Background: an optimization exercise with open tools, aiming at a short achievable clock period and few clock cycles. Do not read the settings as production practice. In this exercise RTL edits were held to simulation tests only and were not proved equivalent to the original. Power and IR drop assume default switching activity.

==> flow/design.v (outline; a module is shown in full before it is edited, if it fits) <==
// module MulTreeA: 906 lines
// module MulTreeB: 260 lines
// module Hazard_detector: 33 lines
// module Controller: 121 lines
// module RegFile: 34 lines
// module ALU: 26 lines
// module FP_Align: 26 lines
// module FP_Sum: 12 lines
// module FP_Norm: 19 lines
// module CPU: 520 lines
module CPU(
    input clk,
    input rst,
    input      [31:0] inst,
    output     [31:0] inst_pc,
    input      [31:0] data_load,
    output     [31:0] data_store,
    output     [31:0] data_addr,
    output     [31:0] data_bweb,
    output            data_web
);
  // ...
==> flow/flow/run.sh <==
#!/bin/bash
set -euo pipefail
MARGIN=$(cat flow/margin.txt)
bash standard.sh "SETUP_SLACK_MARGIN=${MARGIN}" \
    "BUFFER_PORTS_ARGS=-buffer_cell sky130_fd_sc_hd__buf_8" finish > orfs_make.log 2>&1
==> flow/flow/margin.txt <==
10.3
==> flow/standard.sh <==
#!/bin/bash
# synth_recipe.tcl (not shown) runs the flow's synth.tcl, then flattens the netlist and writes it again
# the make line also repeats each setting of config.mk as NAME=value (left out here)
make -C /OpenROAD-flow-scripts/flow DESIGN_CONFIG=/design/flow/config.mk WORK_HOME=/design/flow/orfs CLKGATE_MAP_FILE= SYNTH_SCRIPT=/design/flow/synth_recipe.tcl "${@:-finish}"
==> flow/config.mk <==
export PLATFORM = sky130hd
export DESIGN_NAME = CPU
export DESIGN_NICKNAME = CPU
export VERILOG_FILES = /design/flow/design.v
export SDC_FILE = /design/flow/constraint.sdc
export NUM_CORES = 8
export LEC_CHECK = 0
export CAP_MARGIN = 40
export CORE_MARGIN = 2
export CORE_UTILIZATION = 40
export SETUP_SLACK_MARGIN = 5
export SLEW_MARGIN = 40
==> flow/constraint.sdc <==
create_clock -name core_clock -period 15.0 [get_ports {clk}]
set_input_delay 3.0000 -clock core_clock [delete_from_list [all_inputs] [get_ports {clk}]]
set_output_delay 3.0000 -clock core_clock [all_outputs]
set_load 0.01 [all_outputs]
==> summary.md, run 1 <==
| Metric | Value |
|---|---|
| Run status | `timing/DRC/antenna clean` |
| Fraction of area in registers | `43.7%` |
| Async set-reset flop share out of synthesis | `6.77%` |
| Post-cts resize count | `680` |
| Num sequential | `4033` |
| WL final | `1100000 um` |
| Commonest non-fill, non-tap cells in the layout | `edfxtp_1 (2646), a22oi_1 (1600), a21oi_1 (1194)` |
| FF-to-FF setup slack | `10.03 ns` |
| Logic pwr share | `19.2%` |
| Slew Limit Headroom | `21.9%` |
| Worst r2r src | `d_ir[23]` |
| Sw Share | `31.4%` |
| Placed instance area | `225000 sq um` |
| CP peak stage delay | `0.70 ns` |
| Adder-Cell Fraction of Synth Area | `7.59%` |
| CTS HTree Levels | `5` |
| Met1 Usage GRT | `48.7%` |
| Design area | `249000 sq um` |
| Die width | `731 um` |
| Fraction of layout instances using a drive strength above 1 | `17.3%` |
| Int Pwr | `21.4 mW` |
| Power Clock | `11.1 mW` |
| Inserted Clock Buffers | `424` |
| Commonest non-fill, non-tap cell in the layout | `edfxtp_1` |
| Worst Tran Pin Value | `1.17 ns` |
| Met3 routed WL | `185000 um` |
| Synth Area in Simple Gates | `8.84%` |
| DRT Pass-1 Iters | `22` |
| Crit. Startpoint | `d_ir[23]` |
| Sequential Power | `14.1 mW` |
| Area growth syn-to-layout | `17.8%` |
| Drc violations | `0` |
Testbench counts, summed over its fixed seeds: cycles 204,331.
==> run 2, diff against run 1 <==
--- a/flow/config.mk
+++ b/flow/config.mk
@@ -8,5 +8,5 @@
 export CAP_MARGIN = 40
 export CORE_MARGIN = 2
-export CORE_UTILIZATION = 40
+export CORE_UTILIZATION = 30
 export SETUP_SLACK_MARGIN = 5
 export SLEW_MARGIN = 40
==> summary.md, run 2 <==
| Metric | Value |
|---|---|
| Run status | `timing/DRC/antenna clean (unchanged)` |
| Seq/Total Area, Yosys | `51.4% (unchanged)` |
| Share of the synthesized area in the top cell type | `37.6% (unchanged)` |
| Die width | `843 um (was 731 um)` |
| Setup WS pre-CTS | `8.74 ns (was 8.56 ns)` |
| Fraction of layout instances using a drive strength above 1 | `17.7% (was 17.3%)` |
| Clock slew at the register clock pins of the worst setup and hold paths | `0.06 ns (about the same)` |
| Largest net degree at the start of global routing | `85 (unchanged)` |
| Main synth FF type | `edfxtp_1 (unchanged)` |
| Crit. Startpoint | `d_ir[21] (was d_ir[23])` |
| Routed len/inst | `39.4 um (was 41.8 um)` |
| Synth Cell Area | `211000 sq um (unchanged)` |
| Worst Tran Pin Value | `1.21 ns (was 1.17 ns)` |
| WL final | `1130000 um (was 1100000 um)` |
| Skew-Pair Late Insertion Delay | `1.17 ns (was 1.10 ns)` |
| Fin cells | `28800 (was 26400)` |
| Min cycle time layout | `5.22 ns (was 4.97 ns)` |
| PnR worst setup slack | `9.78 ns (was 10.03 ns)` |
| Placed insts | `27500 (was 25100)` |
| Slew Limit Headroom | `18.9% (was 21.9%)` |
| Post-synth top cells | `edfxtp_1 (2646), a22oi_1 (1640), clkbuf_1 (1294) (unchanged)` |
| Synth warnings | `4 (unchanged)` |
| Final Setup Violations | `0 (unchanged)` |
| Design area | `253000 sq um (was 249000 sq um)` |
| Mean post-synth cell area | `11.2 sq um (unchanged)` |
| Hold Vio Cnt, Final | `0 (unchanged)` |
| Worst Setup EP | `e_mb[6] (was e_mb[8])` |
| Placed instance area | `228000 sq um (was 225000 sq um)` |
| Async set-reset flop share out of synthesis | `6.77% (unchanged)` |
| Commonest non-fill, non-tap cells in the layout | `edfxtp_1 (2646), a22oi_1 (1591), a21oi_1 (1170) (was edfxtp_1 (2646), a22oi_1 (1600), a21oi_1 (1194))` |
| FF-to-FF setup slack | `9.78 ns (was 10.03 ns)` |
| Worst-path fanout max | `25 (was 19)` |
| Die ar. | `711000 sq um (was 534000 sq um)` |
| Area growth syn-to-layout | `19.5% (was 17.8%)` |
| Number of flops mapped to enable cells by yosys | `2646 (unchanged)` |
| Number of global-route vias before repair | `175000 (was 172000)` |
| Power Density | `124 nW/um^2 (was 125 nW/um^2)` |
| Top-count cell post-synth | `edfxtp_1 (unchanged)` |
| CTS tree | `built (unchanged)` |
| PortBufs | `194 (unchanged)` |
| Setup CP Type | `reg2reg (unchanged)` |
| Core area | `703000 sq um (was 526000 sq um)` |
| CTS HTree Levels | `5 (unchanged)` |
| Syn Inst Count | `18900 (unchanged)` |
| Fin crit share | `34.8% (was 33.1%)` |
| Max-Cap Viols | `0 (unchanged)` |
| Synth area leader | `edfxtp_1 (unchanged)` |
| Grt ovf | `0 (unchanged)` |
| Synth unique cells | `114 (unchanged)` |
| Setup_tns | `0 ns (unchanged)` |
| Sink Count | `4033 (unchanged)` |
| # IOs | `195 (unchanged)` |
| Max Fclk | `191 MHz (was 201 MHz)` |
| ANT nets after route | `0 (unchanged)` |
| Clock tree buffer depth | `4 (unchanged)` |
| Worst r2r src | `d_ir[21] (was d_ir[23])` |
| Post-CTS Hold Fix Bufs | `0 (unchanged)` |
| Starting density of the core | `30.1% (was 40.2%)` |
| Worst hold path class | `reg2reg (unchanged)` |
| Max reg flops | `1024 (unchanged)` |
| Worst vdd ir | `0.000110 V (was 0.000111 V)` |
| Die height | `843 um (was 731 um)` |
| Commonest non-fill, non-tap cell in the layout | `edfxtp_1 (unchanged)` |
| R2r endpoint | `e_mb[6] (was e_mb[8])` |
| Vias | `191000 (was 192000)` |
| Syn_nets | `19900 (unchanged)` |
| Total track usage | `30.0% (was 39.0%)` |
| Critical path arrival | `6.22 ns (was 5.95 ns)` |
| Synth top area cells | `edfxtp_1 (38%), dfxtp_1 (11%), a22oi_1 (5.8%), fa_1 (5.0%), a21oi_1 (3.0%) (unchanged)` |
| Drc violations | `0 (unchanged)` |
| Routability Congestion | `1.01 (was 1.05)` |
| Nets | `20000 (about the same)` |
| Clock skew | `0.159 ns (was 0.124 ns)` |
| Vias per cell | `6.63 (was 7.25)` |
| Inserted Clock Buffers | `422 (was 424)` |
| RSZ-0062 raised after global routing | `yes (unchanged)` |
| Hpwl dp | `711000 um (was 688000 um)` |
| Nature of the critical path startpoint | `flip-flop (unchanged)` |
| Final Max Slew Viols | `0 (unchanged)` |
| R2R depth | `14 (was 13)` |
| Row cnt | `308 (was 266)` |
| Initial antenna violation count | `118 (was 94)` |
| Required @ worst endpoint | `16.00 ns (was 15.98 ns)` |
| Initial DRC count | `39600 (was 42300)` |
| FF+latch count, synth | `4033 (unchanged)` |
| Leak pwr | `90.3 nW (was 90.1 nW)` |
| CP Capture Type | `flip-flop (unchanged)` |
| DRT Pass-1 Iters | `13 (was 22)` |
| First-pass GRT wire length | `1500000 um (was 1450000 um)` |
| Root Buffer | `clkbuf_16 (unchanged)` |
run 2: layout make-up:
cell class                 instances  area [sq um]
timing repair buffer            1285         15200
timing repair inverter             4          32.5
sequential                      4033        109000
antenna                          113           283
clock inverter                   249          2780
fill                           68300        450000
clock buffer                     538         11600
multi-input combinational      12500         99300
tap                             9300         11600
inverter                         722          2870
run 2: report_power, final:
part | switching (mW) | total, mW | internal, mW | leakage (nW)
clock | 4.86 | 11.1 | 6.27 | 7.00
combinational | 3.69 | 5.98 | 2.29 | 46.5
sequential | 1.25 | 14.1 | 12.9 | 36.8
run 2: cell families (layout without fill, tap and decap cells):
kind of cell / Yosys count / in the layout / share of synthesized area [%]
AO/OA/AOI/OAI: 6275 / 6276 / 20.5
XOR/XNOR: 703 / 703 / 2.93
adder cells (fa/ha/maj): 966 / 966 / 7.59
buffers and inverters: 2320 / 2798 / 4.25
flip-flops: 4033 / 4033 / 51.4
multiplexers: 686 / 686 / 4.53
other: 0 / 113 / 0
AND/OR/NAND/NOR: 3885 / 3890 / 8.84
run 2: routing by layer:
layer	vias up	part of all wire, %	GRT usage, %
met5	-	0.050	0.287
met4	64	11	23.5
met3	5634	16	12.3
met2	19100	40	42.1
met1	92900	34	36.2
li1	73200	-	-
run 2: worst min-delay path by stage:
| stage | start | endpoint | slack (ns) | cells after the start |
|---|---|---|---|---|
| after floorplan | e_fp | m_fp | 0.31 | 0 |
| after global placement | e_mul | m_mul | 0.31 | 0 |
| after detailed placement | e_bctr[0] | u_bctr[0] | 0.31 | 0 |
| after CTS | m_rd[5] | w_rd[5] | 0.31 | 0 |
| after global routing | e_rd[4] | m_rd[4] | 0.32 | 0 |
| final | e_rd[4] | m_rd[4] | 0.26 | 0 |
run 2: per-stage QoR:
| step | utilization (%) | power (mW) | hold slack (ns) |
|---|---|---|---|
| 2_1_floorplan | - | 16.8 | 0.310 |
| 3_3_place_gp | 32.2 | 19.5 | 0.311 |
| 3_5_place_dp | 32.4 | 19.6 | 0.312 |
| 4_1_cts | 35.2 | 30.7 | 0.309 |
| 5_1_grt | 35.9 | 31.9 | 0.320 |
| 6_report | 35.9 | 31.2 | 0.263 |
run 2: critical path, cell delays in order, from the launching register on:
cell and delay (ns):
edfxtp_1 0.32, buf_4 0.34, nand2_2 0.38, nor2_4 0.16, buf_4 0.62, buf_8 0.52
buf_6 0.45, a22oi_1 0.19, nand4_1 0.14, nor2_1 0.06, nand3_1 0.27, nand3_1 0.78
o21ai_0 0.30, buf_4 0.31, and2_1 0.19
run 2: repair_timing:
action	4_1_cts	5_1_grt
gates cloned	34	42
setup endpoints to repair	2563	1261
pin swaps	86	155
buffers inserted	132	192
gates resized for setup	731	539

## what the ideal ports hide
The results above use ideal ports. As a check the final layouts listed here were re-extracted and re-timed, cells and wires unchanged.
Step 1, drivers: a clkbuf_16 drives clk and a buf_2 each remaining input, both assumed.
Step 2, shift: input delay + t, output delay - t, t = (earliest + latest rising clock arrival at the registers) / 2. This alone moves slack from input paths to output paths.
Slacks: no drivers / after step 1 / after step 2; pairs: no drivers / after step 1.
run | t, ns | slack for setup (ns) | worst data-port slew with drivers (ns)
run 1 | 1.177 | 10.034 / 9.904 / 9.133 | 0.13
run 2 | 1.226 | 9.777 / 9.777 / 9.247 | 0.25
After both steps every run listed still meets setup and hold. The setup slack of run 1, which loses most, moves by -0.130 ns with the drivers and by -0.901 ns with both steps.
